From an optimization exercise on the open Yosys and OpenROAD flow, aimed at small area and a short achievable clock period; shortcuts taken in it are not production practice.
Power figures rest on the tool's default switching activity, not on a simulated workload.

JK:
==> flow/design.v <==
module sigmoid8_pla #(
    parameter WIDTH = 16,
    parameter SLICES = 8,
    parameter FP = 12
) (
    input wire clk,
    input wire rst,
    input wire signed [WIDTH - 1:0] x,
    output wire [WIDTH - 1:0] y
);
    localparam [64*13-1:0] TTAB = {13'd1181, 13'd1181, 13'd1181, 13'd1181, 13'd313, 13'd314, 13'd546, 13'd546, 13'd177, 13'd177, 13'd180, 13'd177, 13'd97, 13'd97, 13'd97, 13'd97, 13'd8189, 13'd8190, 13'd34, 13'd34, 13'd11, 13'd11, 13'd8191, 13'd11, 13'd0, 13'd0, 13'd0, 13'd0, 13'd0, 13'd0, 13'd0, 13'd0, 13'd4096, 13'd4096, 13'd4096, 13'd4096, 13'd4096, 13'd4096, 13'd4084, 13'd4096, 13'd4060, 13'd4060, 13'd4060, 13'd4060, 13'd4036, 13'd4037, 13'd3999, 13'd3999, 13'd3900, 13'd3900, 13'd3903, 13'd3900, 13'd3518, 13'd3518, 13'd3518, 13'd3518, 13'd3148, 13'd3149, 13'd2915, 13'd2915, 13'd2048, 13'd2048, 13'd2048, 13'd2048};
    reg [15:0] x_reg;
    always @(posedge clk) x_reg <= x;
    wire [9:0] r3lo = {1'b0, x_reg[8:0]} + {1'b0, x_reg[7:0], 1'b0};
    wire [4:0] r3hi = {2'b0, x_reg[11:9]} + {1'b0, x_reg[11:8]};
    reg [11:0] r_reg;
    reg [8:1] r3l_reg;
    reg [13:9] r3h_reg, r3h1_reg;
    reg        r3c_reg;
    reg [4:0]  q_reg;
    reg        z_reg;
    always @(posedge clk) begin
        r_reg   <= x_reg[11:0];
        r3l_reg <= r3lo[8:1];
        r3h_reg <= r3hi;
        r3h1_reg <= r3hi + 1'b1;
        r3c_reg <= r3lo[9];
        q_reg   <= x_reg[15:11];
        z_reg   <= ~|x_reg[10:0];
    end
    wire [13:0] r3 = {r3c_reg ? r3h1_reg : r3h_reg, r3l_reg, r_reg[0]};
    reg s23, s99, s369, s867;
    always @(*) begin
        s23 = 1'b0; s99 = 1'b0; s369 = 1'b0; s867 = 1'b0;
        case (q_reg)
            5'd20, 5'd21, 5'd22, 5'd9, 5'd10, 5'd11: s23 = 1'b1;
            5'd23, 5'd24, 5'd25, 5'd6, 5'd7, 5'd8: s99 = 1'b1;
            5'd26, 5'd27, 5'd28, 5'd3, 5'd4, 5'd5: s369 = 1'b1;
            5'd29, 5'd30, 5'd31, 5'd0, 5'd1, 5'd2: s867 = 1'b1;
            default: ;
        endcase
    end
    wire [12:0] tt = TTAB[{q_reg, z_reg}*13 +: 13];
    wire [11:0] nr = ~r_reg;
    wire [22:0] a23  = {6'd0, r3, 3'd1};
    wire [22:0] b23  = {11'd0, nr};
    wire [22:0] a99  = {4'd0, r3, 5'd0};
    wire [22:0] b99  = {9'd0, r3};
    wire [22:0] x369 = {2'd0, r3, 7'd16};
    wire [22:0] y369 = {7'd0, nr, 4'd0};
    wire [22:0] z369 = {11'd0, r_reg};
    wire [22:0] a369 = x369 ^ y369 ^ z369;
    wire [22:0] b369 = {(x369[21:0] & y369[21:0]) | (x369[21:0] & z369[21:0]) | (y369[21:0] & z369[21:0]), 1'b0};
    wire [22:0] x867 = {1'd0, r3, 8'd0};
    wire [22:0] y867 = {4'd0, r3, 5'd0};
    wire [22:0] z867 = {9'd0, r3};
    wire [22:0] a867 = x867 ^ y867 ^ z867;
    wire [22:0] b867 = {(x867[21:0] & y867[21:0]) | (x867[21:0] & z867[21:0]) | (y867[21:0] & z867[21:0]), 1'b0};
    wire [22:0] pa = ({23{s23}} & a23) | ({23{s99}} & a99) | ({23{s369}} & a369) | ({23{s867}} & a867);
    wire [22:0] pb = ({23{s23}} & b23) | ({23{s99}} & b99) | ({23{s369}} & b369) | ({23{s867}} & b867);
    wire [24:0] s1 = {2'b0, pa};
    wire [24:0] c1 = {2'b0, pb};
    wire [8:0] lo = {1'b0, s1[7:0]} + {1'b0, c1[7:0]};
    wire [16:0] u1 = s1[24:8];
    wire [16:0] u2 = c1[24:8];
    wire [16:0] u3 = {tt, {(4){1'b0}}};
    wire [16:0] us = u1 ^ u2 ^ u3;
    wire [16:0] uc = {(u1[15:0] & u2[15:0]) | (u1[15:0] & u3[15:0]) | (u2[15:0] & u3[15:0]), 1'b0};
    reg [16:0] hs_reg;
    reg [16:1] hc_reg;
    reg         lc_reg;
    always @(posedge clk) begin
        hs_reg <= us;
        hc_reg <= uc[16:1];
        lc_reg <= lo[8];
    end
    wire [16:0] ysum = hs_reg + {hc_reg, 1'b0} + {{(16){1'b0}}, lc_reg};
    reg [12:0] y_reg;
    always @(posedge clk or posedge rst) begin
        if (rst) y_reg <= 13'd0;
        else     y_reg <= ysum[16:4];
    end
    assign y = {3'b000, y_reg};
endmodule
clock: 5.5 ns
lec_check: 0
cap_margin: 20
core_margin: 2
core_utilization: 65
setup_slack_margin: 3.3
slew_margin: 20
standard.sh (not shown) runs the stock make flow with config.mk's settings and CLKGATE_MAP_FILE= SYNTH_SCRIPT=/design/flow/synth_recipe.tcl, a recipe that flattens the netlist after the stock synthesis.
==> flow/flow/run.sh <==
#!/bin/bash
# Own layout flow: the standard ORFS flow (standard.sh, unchanged synthesis),
# with a plain buffer on every port instead of the delay cells buffer_ports
# picks by default, and a clock tree with fewer, smaller buffers.
set -euo pipefail
export BUFFER_PORTS_ARGS="-buffer_cell ${OWN_PORT_BUF:-sky130_fd_sc_hd__buf_2}"
export CTS_ARGS="-sink_clustering_enable -repair_clock_nets -sink_clustering_size ${OWN_CTS_SIZE:-30} -sink_clustering_max_diameter ${OWN_CTS_DIAM:-80} -buf_list ${OWN_CTS_BUF:-sky130_fd_sc_hd__clkbuf_8} -dont_use_dummy_load"
bash standard.sh > standard_flow.log 2>&1
Inputs modified between JK and MS:
-- flow/design.v --
<<< JK, line 30
    end
    wire [13:0] r3 = {r3c_reg ? r3h1_reg : r3h_reg, r3l_reg, r_reg[0]};
    reg s23, s99, s369, s867;
    always @(*) begin
        s23 = 1'b0; s99 = 1'b0; s369 = 1'b0; s867 = 1'b0;
        case (q_reg)
            5'd20, 5'd21, 5'd22, 5'd9, 5'd10, 5'd11: s23 = 1'b1;
            5'd23, 5'd24, 5'd25, 5'd6, 5'd7, 5'd8: s99 = 1'b1;
            5'd26, 5'd27, 5'd28, 5'd3, 5'd4, 5'd5: s369 = 1'b1;
            5'd29, 5'd30, 5'd31, 5'd0, 5'd1, 5'd2: s867 = 1'b1;
            default: ;
        endcase
>>> MS, line 30
    end
    wire [13:0] r3 = {r3c_reg ? r3h1_reg : r3h_reg, r3l_reg, r_reg[0]};
    reg s23, s99, s369, s867, sc;
    always @(*) begin
        s23 = 1'b0; s99 = 1'b0; s369 = 1'b0; s867 = 1'b0; sc = 1'b0;
        case (q_reg)
            5'd20, 5'd21, 5'd22, 5'd9, 5'd10, 5'd11: s23 = 1'b1;
            5'd23, 5'd24, 5'd25, 5'd6, 5'd7, 5'd8: begin s99 = 1'b1; sc = 1'b1; end
            5'd26, 5'd27, 5'd28, 5'd3, 5'd4, 5'd5: s369 = 1'b1;
            5'd29, 5'd30, 5'd31, 5'd0, 5'd1, 5'd2: begin s867 = 1'b1; sc = 1'b1; end
            default: ;
        endcase
<<< JK, line 43
    wire [12:0] tt = TTAB[{q_reg, z_reg}*13 +: 13];
    wire [11:0] nr = ~r_reg;
    wire [22:0] a23  = {6'd0, r3, 3'd1};
    wire [22:0] b23  = {11'd0, nr};
    wire [22:0] a99  = {4'd0, r3, 5'd0};
    wire [22:0] b99  = {9'd0, r3};
    wire [22:0] x369 = {2'd0, r3, 7'd16};
    wire [22:0] y369 = {7'd0, nr, 4'd0};
    wire [22:0] z369 = {11'd0, r_reg};
    wire [22:0] a369 = x369 ^ y369 ^ z369;
    wire [22:0] b369 = {(x369[21:0] & y369[21:0]) | (x369[21:0] & z369[21:0]) | (y369[21:0] & z369[21:0]), 1'b0};
    wire [22:0] x867 = {1'd0, r3, 8'd0};
    wire [22:0] y867 = {4'd0, r3, 5'd0};
    wire [22:0] z867 = {9'd0, r3};
    wire [22:0] a867 = x867 ^ y867 ^ z867;
    wire [22:0] b867 = {(x867[21:0] & y867[21:0]) | (x867[21:0] & z867[21:0]) | (y867[21:0] & z867[21:0]), 1'b0};
    wire [22:0] pa = ({23{s23}} & a23) | ({23{s99}} & a99) | ({23{s369}} & a369) | ({23{s867}} & a867);
    wire [22:0] pb = ({23{s23}} & b23) | ({23{s99}} & b99) | ({23{s369}} & b369) | ({23{s867}} & b867);
    wire [24:0] s1 = {2'b0, pa};
    wire [24:0] c1 = {2'b0, pb};
    wire [8:0] lo = {1'b0, s1[7:0]} + {1'b0, c1[7:0]};
    wire [16:0] u1 = s1[24:8];
>>> MS, line 43
    wire [12:0] tt = TTAB[{q_reg, z_reg}*13 +: 13];
    wire [11:0] nr = ~r_reg;
    wire [22:0] ta = ({23{s23}}  & {6'd0, r3, 3'd0}) |
                     ({23{s99}}  & {4'd0, r3, 5'd0}) |
                     ({23{s369}} & {2'd0, r3, 7'd0}) |
                     ({23{s867}} & {1'd0, r3, 8'd0}) |
                     {18'd0, s369, 3'b0, s23};
    wire [22:0] tb = ({23{s23}}  & {11'd0, nr}) |
                     ({23{s369}} & {7'd0, nr, 4'd0}) |
                     ({23{s867}} & {4'd0, r3, 5'd0});
    wire [22:0] tc = ({23{sc}} & {9'd0, r3}) |
                     ({23{s369}} & {11'd0, r_reg});
    wire [24:0] s1 = {2'b0, ta ^ tb ^ tc};
    wire [24:0] c1 = {1'b0, (ta & tb) | (ta & tc) | (tb & tc), 1'b0};
    wire [8:0] lo = {1'b0, s1[7:0]} + {1'b0, c1[7:0]};
    wire [16:0] u1 = s1[24:8];
Notes after the runs:
- Post-route fraction of the period consumed by the critical path essentially unchanged between JK and MS.
- Core utilization: higher on JK
- Summary of the comparison: wire length per cell after detailed routing is higher in MS, relative to JK.
- MS contains more vias than JK.
- When the final numbers for MS and JK were put side by side, the sequential share of layout area turned out to be greater in MS.
- Between MS and JK, combinational gate power is lower for JK, MS comes in above that.
- Looking at height of the die, MS sits about 0.6% above JK.
No run of this note included a check of the RTL's function; only the layout flow was run.

==> what the ideal ports hide <==
The results above use ideal ports. As a check the final layouts listed here were re-extracted and re-timed, cells and wires unchanged. Step 1 (the two cells are an assumption about what drives the block):
set clk [get_ports {clk}]
set_driving_cell -lib_cell sky130_fd_sc_hd__clkbuf_16 $clk
set_driving_cell -lib_cell sky130_fd_sc_hd__buf_2 [delete_from_list [all_inputs] $clk]
Step 2 also shifts input and output timing later by t, the mid clock arrival at the registers, as if the neighbouring blocks saw the same clock. a / b / c = no drivers / after step 1 / after step 2; a / b = the first two.
| run | t, ns | slack for setup (ns) | worst data-port slew with drivers (ns) | pins driven straight from the clock port |
|---|---|---|---|---|
| JK | 0.366 | 3.342 / 3.342 / 3.342 | 0.03 | 1 |
| MS | 0.383 | 3.342 / 3.342 / 3.342 | 0.04 | 1 |
After both steps every run listed still meets setup and hold.
